Context: an optimization exercise on an open-source flow, tuned for small area. The choices shown serve that exercise and are no tape-out recipe. Only simulation tests tie the RTL to the original design; equivalence was not proved. No driver is modelled on the clock port, so clock power and skew are understated where the tree is cut down; a real chip needs a root buffer or a tree.

// alarm_clock_pv
module alarm_clock_pv (input CLK,SW5,SW4,SW3,SW2,SW1,SW0,KEY1,KEY0,
output logic [6:0] SEC_LSB,SEC_MSB,MIN_LSB,MIN_MSB,HR_LSB,HR_MSB,
output logic LED7,LED5,LED4,LED3,LED2,LED1,LED0);
function automatic [3:0] nx13(input [3:0] q);
  nx13 = {((q[2])), ((q[1])), ((q[0])), ~((q[3] & ~q[0]) | (~q[3] & q[0]) | (~q[2] & q[1] & ~q[0]))};
endfunction
function automatic last13(input [3:0] q);
  last13 = ((q[3] & ~q[2] & ~q[0]));
endfunction
function automatic [2:0] nx7(input [2:0] q);
  nx7 = {((q[1])), ((q[0])), ((~q[2] & ~q[0]) | (q[2] & q[0]))};
endfunction
function automatic last7(input [2:0] q);
  last7 = ((q[2] & ~q[1] & ~q[0]));
endfunction
function automatic [3:0] nxo(input [3:0] q);
  nxo = {((q[2])), ((q[1])), ((q[0])), ((~q[3] & q[2]) | (~q[3] & ~q[0]) | (~q[2] & q[1]))};
endfunction
function automatic is9(input [3:0] q);
  is9 = ((q[3] & ~q[2] & ~q[0]));
endfunction
function automatic is3(input [3:0] q);
  is3 = ((~q[3] & q[2] & ~q[1]));
endfunction
function automatic is0o(input [3:0] q);
  is0o = ((~q[3] & ~q[1] & ~q[0]));
endfunction
function automatic [2:0] nxj(input [2:0] q);
  nxj = {((q[1])), ((q[0])), ((~q[2]))};
endfunction
function automatic is5(input [2:0] q);
  is5 = ((q[2] & ~q[1]));
endfunction
function automatic is0j(input [2:0] q);
  is0j = ((~q[2] & ~q[0]));
endfunction
function automatic [1:0] nxh(input [1:0] q);
  ...
Size in the first run: ~290 cells after synthesis, roughly 58 I/O pins, about 2500 um2 of cells after synthesis.
Settings: LEC_CHECK=0, CAP_MARGIN=20, CORE_MARGIN=2, CORE_UTILIZATION=70, PLACE_DENSITY=0.8, SLEW_MARGIN=20; clock period 50.0 ns.
standard.sh (not shown) runs the stock make flow with config.mk's settings and CLKGATE_MAP_FILE= SYNTH_SCRIPT=/design/flow/synth_recipe.tcl, a recipe that flattens the netlist after the stock synthesis.
==> flow/flow/run.sh <==
#!/bin/bash
# Own layout flow: the standard flow, with an area-oriented synthesis
# (several ABC area scripts, the smallest result kept, no half-adder
# extraction), the smallest buffer on every port and a small hand-built
# clock tree. Each tool's output goes to a log file here.
set -uo pipefail
R=orfs/results/$FLOW_PLATFORM/alarm_clock_pv/base

bash standard.sh synth > log_1_standard_synth.log 2>&1 || exit 1
cp $R/1_2_yosys.v std_1_2_yosys.v

# 2. own synthesis: ORFS's yosys script with the ABC step replaced and no adder mapping
rm -rf myscripts; cp -r $FLOW_HOME/scripts myscripts
sed -i "s|^\(\s*\)log_cmd abc {\*}\$abc_args|\1source $PWD/flow/multi_abc.tcl|" myscripts/synth.tcl
grep -n multi_abc myscripts/synth.tcl > log_2_synth_patch.log
mkdir -p std_results; cp $R/1_* std_results/
rm -f $R/1_*
if MULTI_ABC_DIR=$PWD/flow bash standard.sh ADDER_MAP_FILE= SCRIPTS_DIR=$PWD/myscripts synth > log_2_own_synth.log 2>&1 \
   && python3 flow/cmpff.py std_1_2_yosys.v $R/1_2_yosys.v > log_2_cmpff.log 2>&1; then
  echo "own synthesis used" >> log_2_cmpff.log
else
  echo "own synthesis rejected, using the standard one" >> log_2_cmpff.log
  rm -f $R/1_*; cp std_results/1_* $R/
fi

# 3. layout; clock_tree_synthesis replaced by manual_cts
CTS_K=4; CTS_CELL=sky130_fd_sc_hd__clkbuf_8
[ -f flow/cts.conf ] && . flow/cts.conf
sed -i "s|^log_cmd clock_tree_synthesis.*|source $PWD/flow/manual_cts.tcl\nmanual_cts CLK $CTS_K $CTS_CELL\nset_propagated_clock [all_clocks]|" myscripts/cts.tcl
grep -n manual_cts myscripts/cts.tcl > log_3_cts_patch.log
bash standard.sh SCRIPTS_DIR=$PWD/myscripts \
  BUFFER_PORTS_ARGS="-buffer_cell sky130_fd_sc_hd__buf_1" \
  finish > log_3_layout.log 2>&1
==> flow/flow/cts.conf <==
CTS_K=3; CTS_CELL=sky130_fd_sc_hd__buf_6
Other scripts of this flow, unchanged in this note and not shown: flow/flow/abc_try_1.script, flow/flow/abc_try_2.script, flow/flow/abc_try_3.script, flow/flow/abc_try_4.script, flow/flow/abc_try_5.script, flow/flow/abc_try_6.script, flow/flow/abc_try_7.script, flow/flow/abc_try_8.script, flow/flow/cmpff.py, flow/flow/manual_cts.tcl, flow/flow/multi_abc.tcl
==> next run, changes <==
==> flow/flow/cts.conf (replaced) <==
CTS_K=2; CTS_CELL=sky130_fd_sc_hd__clkbuf_8
- CORE_UTILIZATION: 70 -> 85
- PLACE_DENSITY: 0.8 -> 0.92
=> With this change the flow aborted during 3_1_place_gp_skip_io, error GPL-0301. Synthesized area is unchanged. Synthesized cell count stays the same.
==> next run, changes <==
--- a/flow/flow/run.sh
+++ b/flow/flow/run.sh
@@ -31 +31 @@
-bash standard.sh SCRIPTS_DIR=$PWD/myscripts \
+bash standard.sh SCRIPTS_DIR=$PWD/myscripts REMOVE_ABC_BUFFERS=1 \
==> flow/flow/cts.conf (replaced) <==
CTS_K=3; CTS_CELL=sky130_fd_sc_hd__clkbuf_8
- CORE_UTILIZATION: 85 -> 70
- GPL_TIMING_DRIVEN: not set -> 0
- PLACE_DENSITY: 0.92 -> 0.8
After rerunning:
- The new run finished with timing, DRC and antenna clean
- synthesized cell count is unchanged
- area after synthesis stays the same
==> next run, changes <==
--- a/flow/flow/run.sh
+++ b/flow/flow/run.sh
@@ -26 +26,2 @@
-# 3. layout; clock_tree_synthesis replaced by manual_cts
+# 3. layout; clock_tree_synthesis replaced by manual_cts, high-fanout drivers
+#    upsized after port buffering
@@ -31 +32,3 @@
-bash standard.sh SCRIPTS_DIR=$PWD/myscripts REMOVE_ABC_BUFFERS=1 \
+sed -i "s|^\(\s*\)buffer_ports {\*}\[env_var_or_empty BUFFER_PORTS_ARGS\]|&\n\1source $PWD/flow/upsize.tcl|" myscripts/global_place.tcl
+grep -n -A1 'buffer_ports {' myscripts/global_place.tcl >> log_3_cts_patch.log
+bash standard.sh SCRIPTS_DIR=$PWD/myscripts \
==> flow/flow/cts.conf (replaced) <==
CTS_K=4; CTS_CELL=sky130_fd_sc_hd__buf_4
==> flow/flow/upsize.tcl (new file) <==
# Give the drivers of high-fanout nets (the reset inverter, busy input
# buffers) a stronger cell of the same or nearly the same area, so that
# placement does not add buffers to repair their load capacitance.
proc upsize_high_fanout {min_fanout} {
  set swap {
    sky130_fd_sc_hd__clkinv_1 sky130_fd_sc_hd__inv_2
    sky130_fd_sc_hd__inv_1    sky130_fd_sc_hd__inv_2
    sky130_fd_sc_hd__buf_1    sky130_fd_sc_hd__buf_2
    sky130_fd_sc_hd__clkbuf_1 sky130_fd_sc_hd__buf_2
  }
  foreach inst [get_cells *] {
    set m [get_property $inst ref_name]
    if {![dict exists $swap $m]} continue
    foreach pin [get_pins -of_objects $inst -filter "direction==output"] {
      set net [get_nets -of_objects $pin]
      if {$net == ""} continue
      set fo [llength [get_pins -of_objects $net -filter "direction==input"]]
      if {$fo >= $min_fanout} {
        puts "upsize_high_fanout: [get_property $inst full_name] $m -> [dict get $swap $m] (fanout $fo)"
        replace_cell $inst [dict get $swap $m]
      }
    }
  }
}
upsize_high_fanout 12
- CORE_UTILIZATION: 70 -> 78
- GPL_TIMING_DRIVEN: 0 -> not set
- PLACE_DENSITY: 0.8 -> 0.9
Result:
- The changed run produced a clean layout
- hold slack is better by 0.0032 ns
- setup slack is better by 1.2 ns
- first-iteration DRC count went up by well over a third
- final cell count went down slightly
In the first, third and fourth runs of this note the design's own scripts or RTL, not TritonCTS, make the clock network.

afterwards: timing with drivers on the ports:
The results above use ideal ports. As a check the final layouts listed here were re-extracted and re-timed, cells and wires unchanged. Step 1 assumes that a clkbuf_16 drives the clock port and a buf_2 every other input. Step 2, shift: input delay + t, output delay - t, t = (earliest + latest rising clock arrival at the registers) / 2. This alone moves slack from input paths to output paths. a / b / c = ideal ports / drivers / drivers and shift; a / b = the first two.
| run | t, ns | setup slack, ns | hold slack, ns | worst setup path at the end |
|---|---|---|---|---|
| the first run | 0.182 | 27.788 / 27.766 / 27.766 | 0.390 / 0.390 / 0.390 | input to output |
| the third run | 0.197 | 26.928 / 26.898 / 26.898 | 0.401 / 0.401 / 0.401 | input to output |
| the fourth run | 0.196 | 28.148 / 28.115 / 28.115 | 0.404 / 0.404 / 0.404 | input to output |
After both steps setup and hold are still met in every run listed. For the fourth run, which loses most, drivers alone change the setup slack by -0.033 ns; drivers and shift together by -0.033 ns.
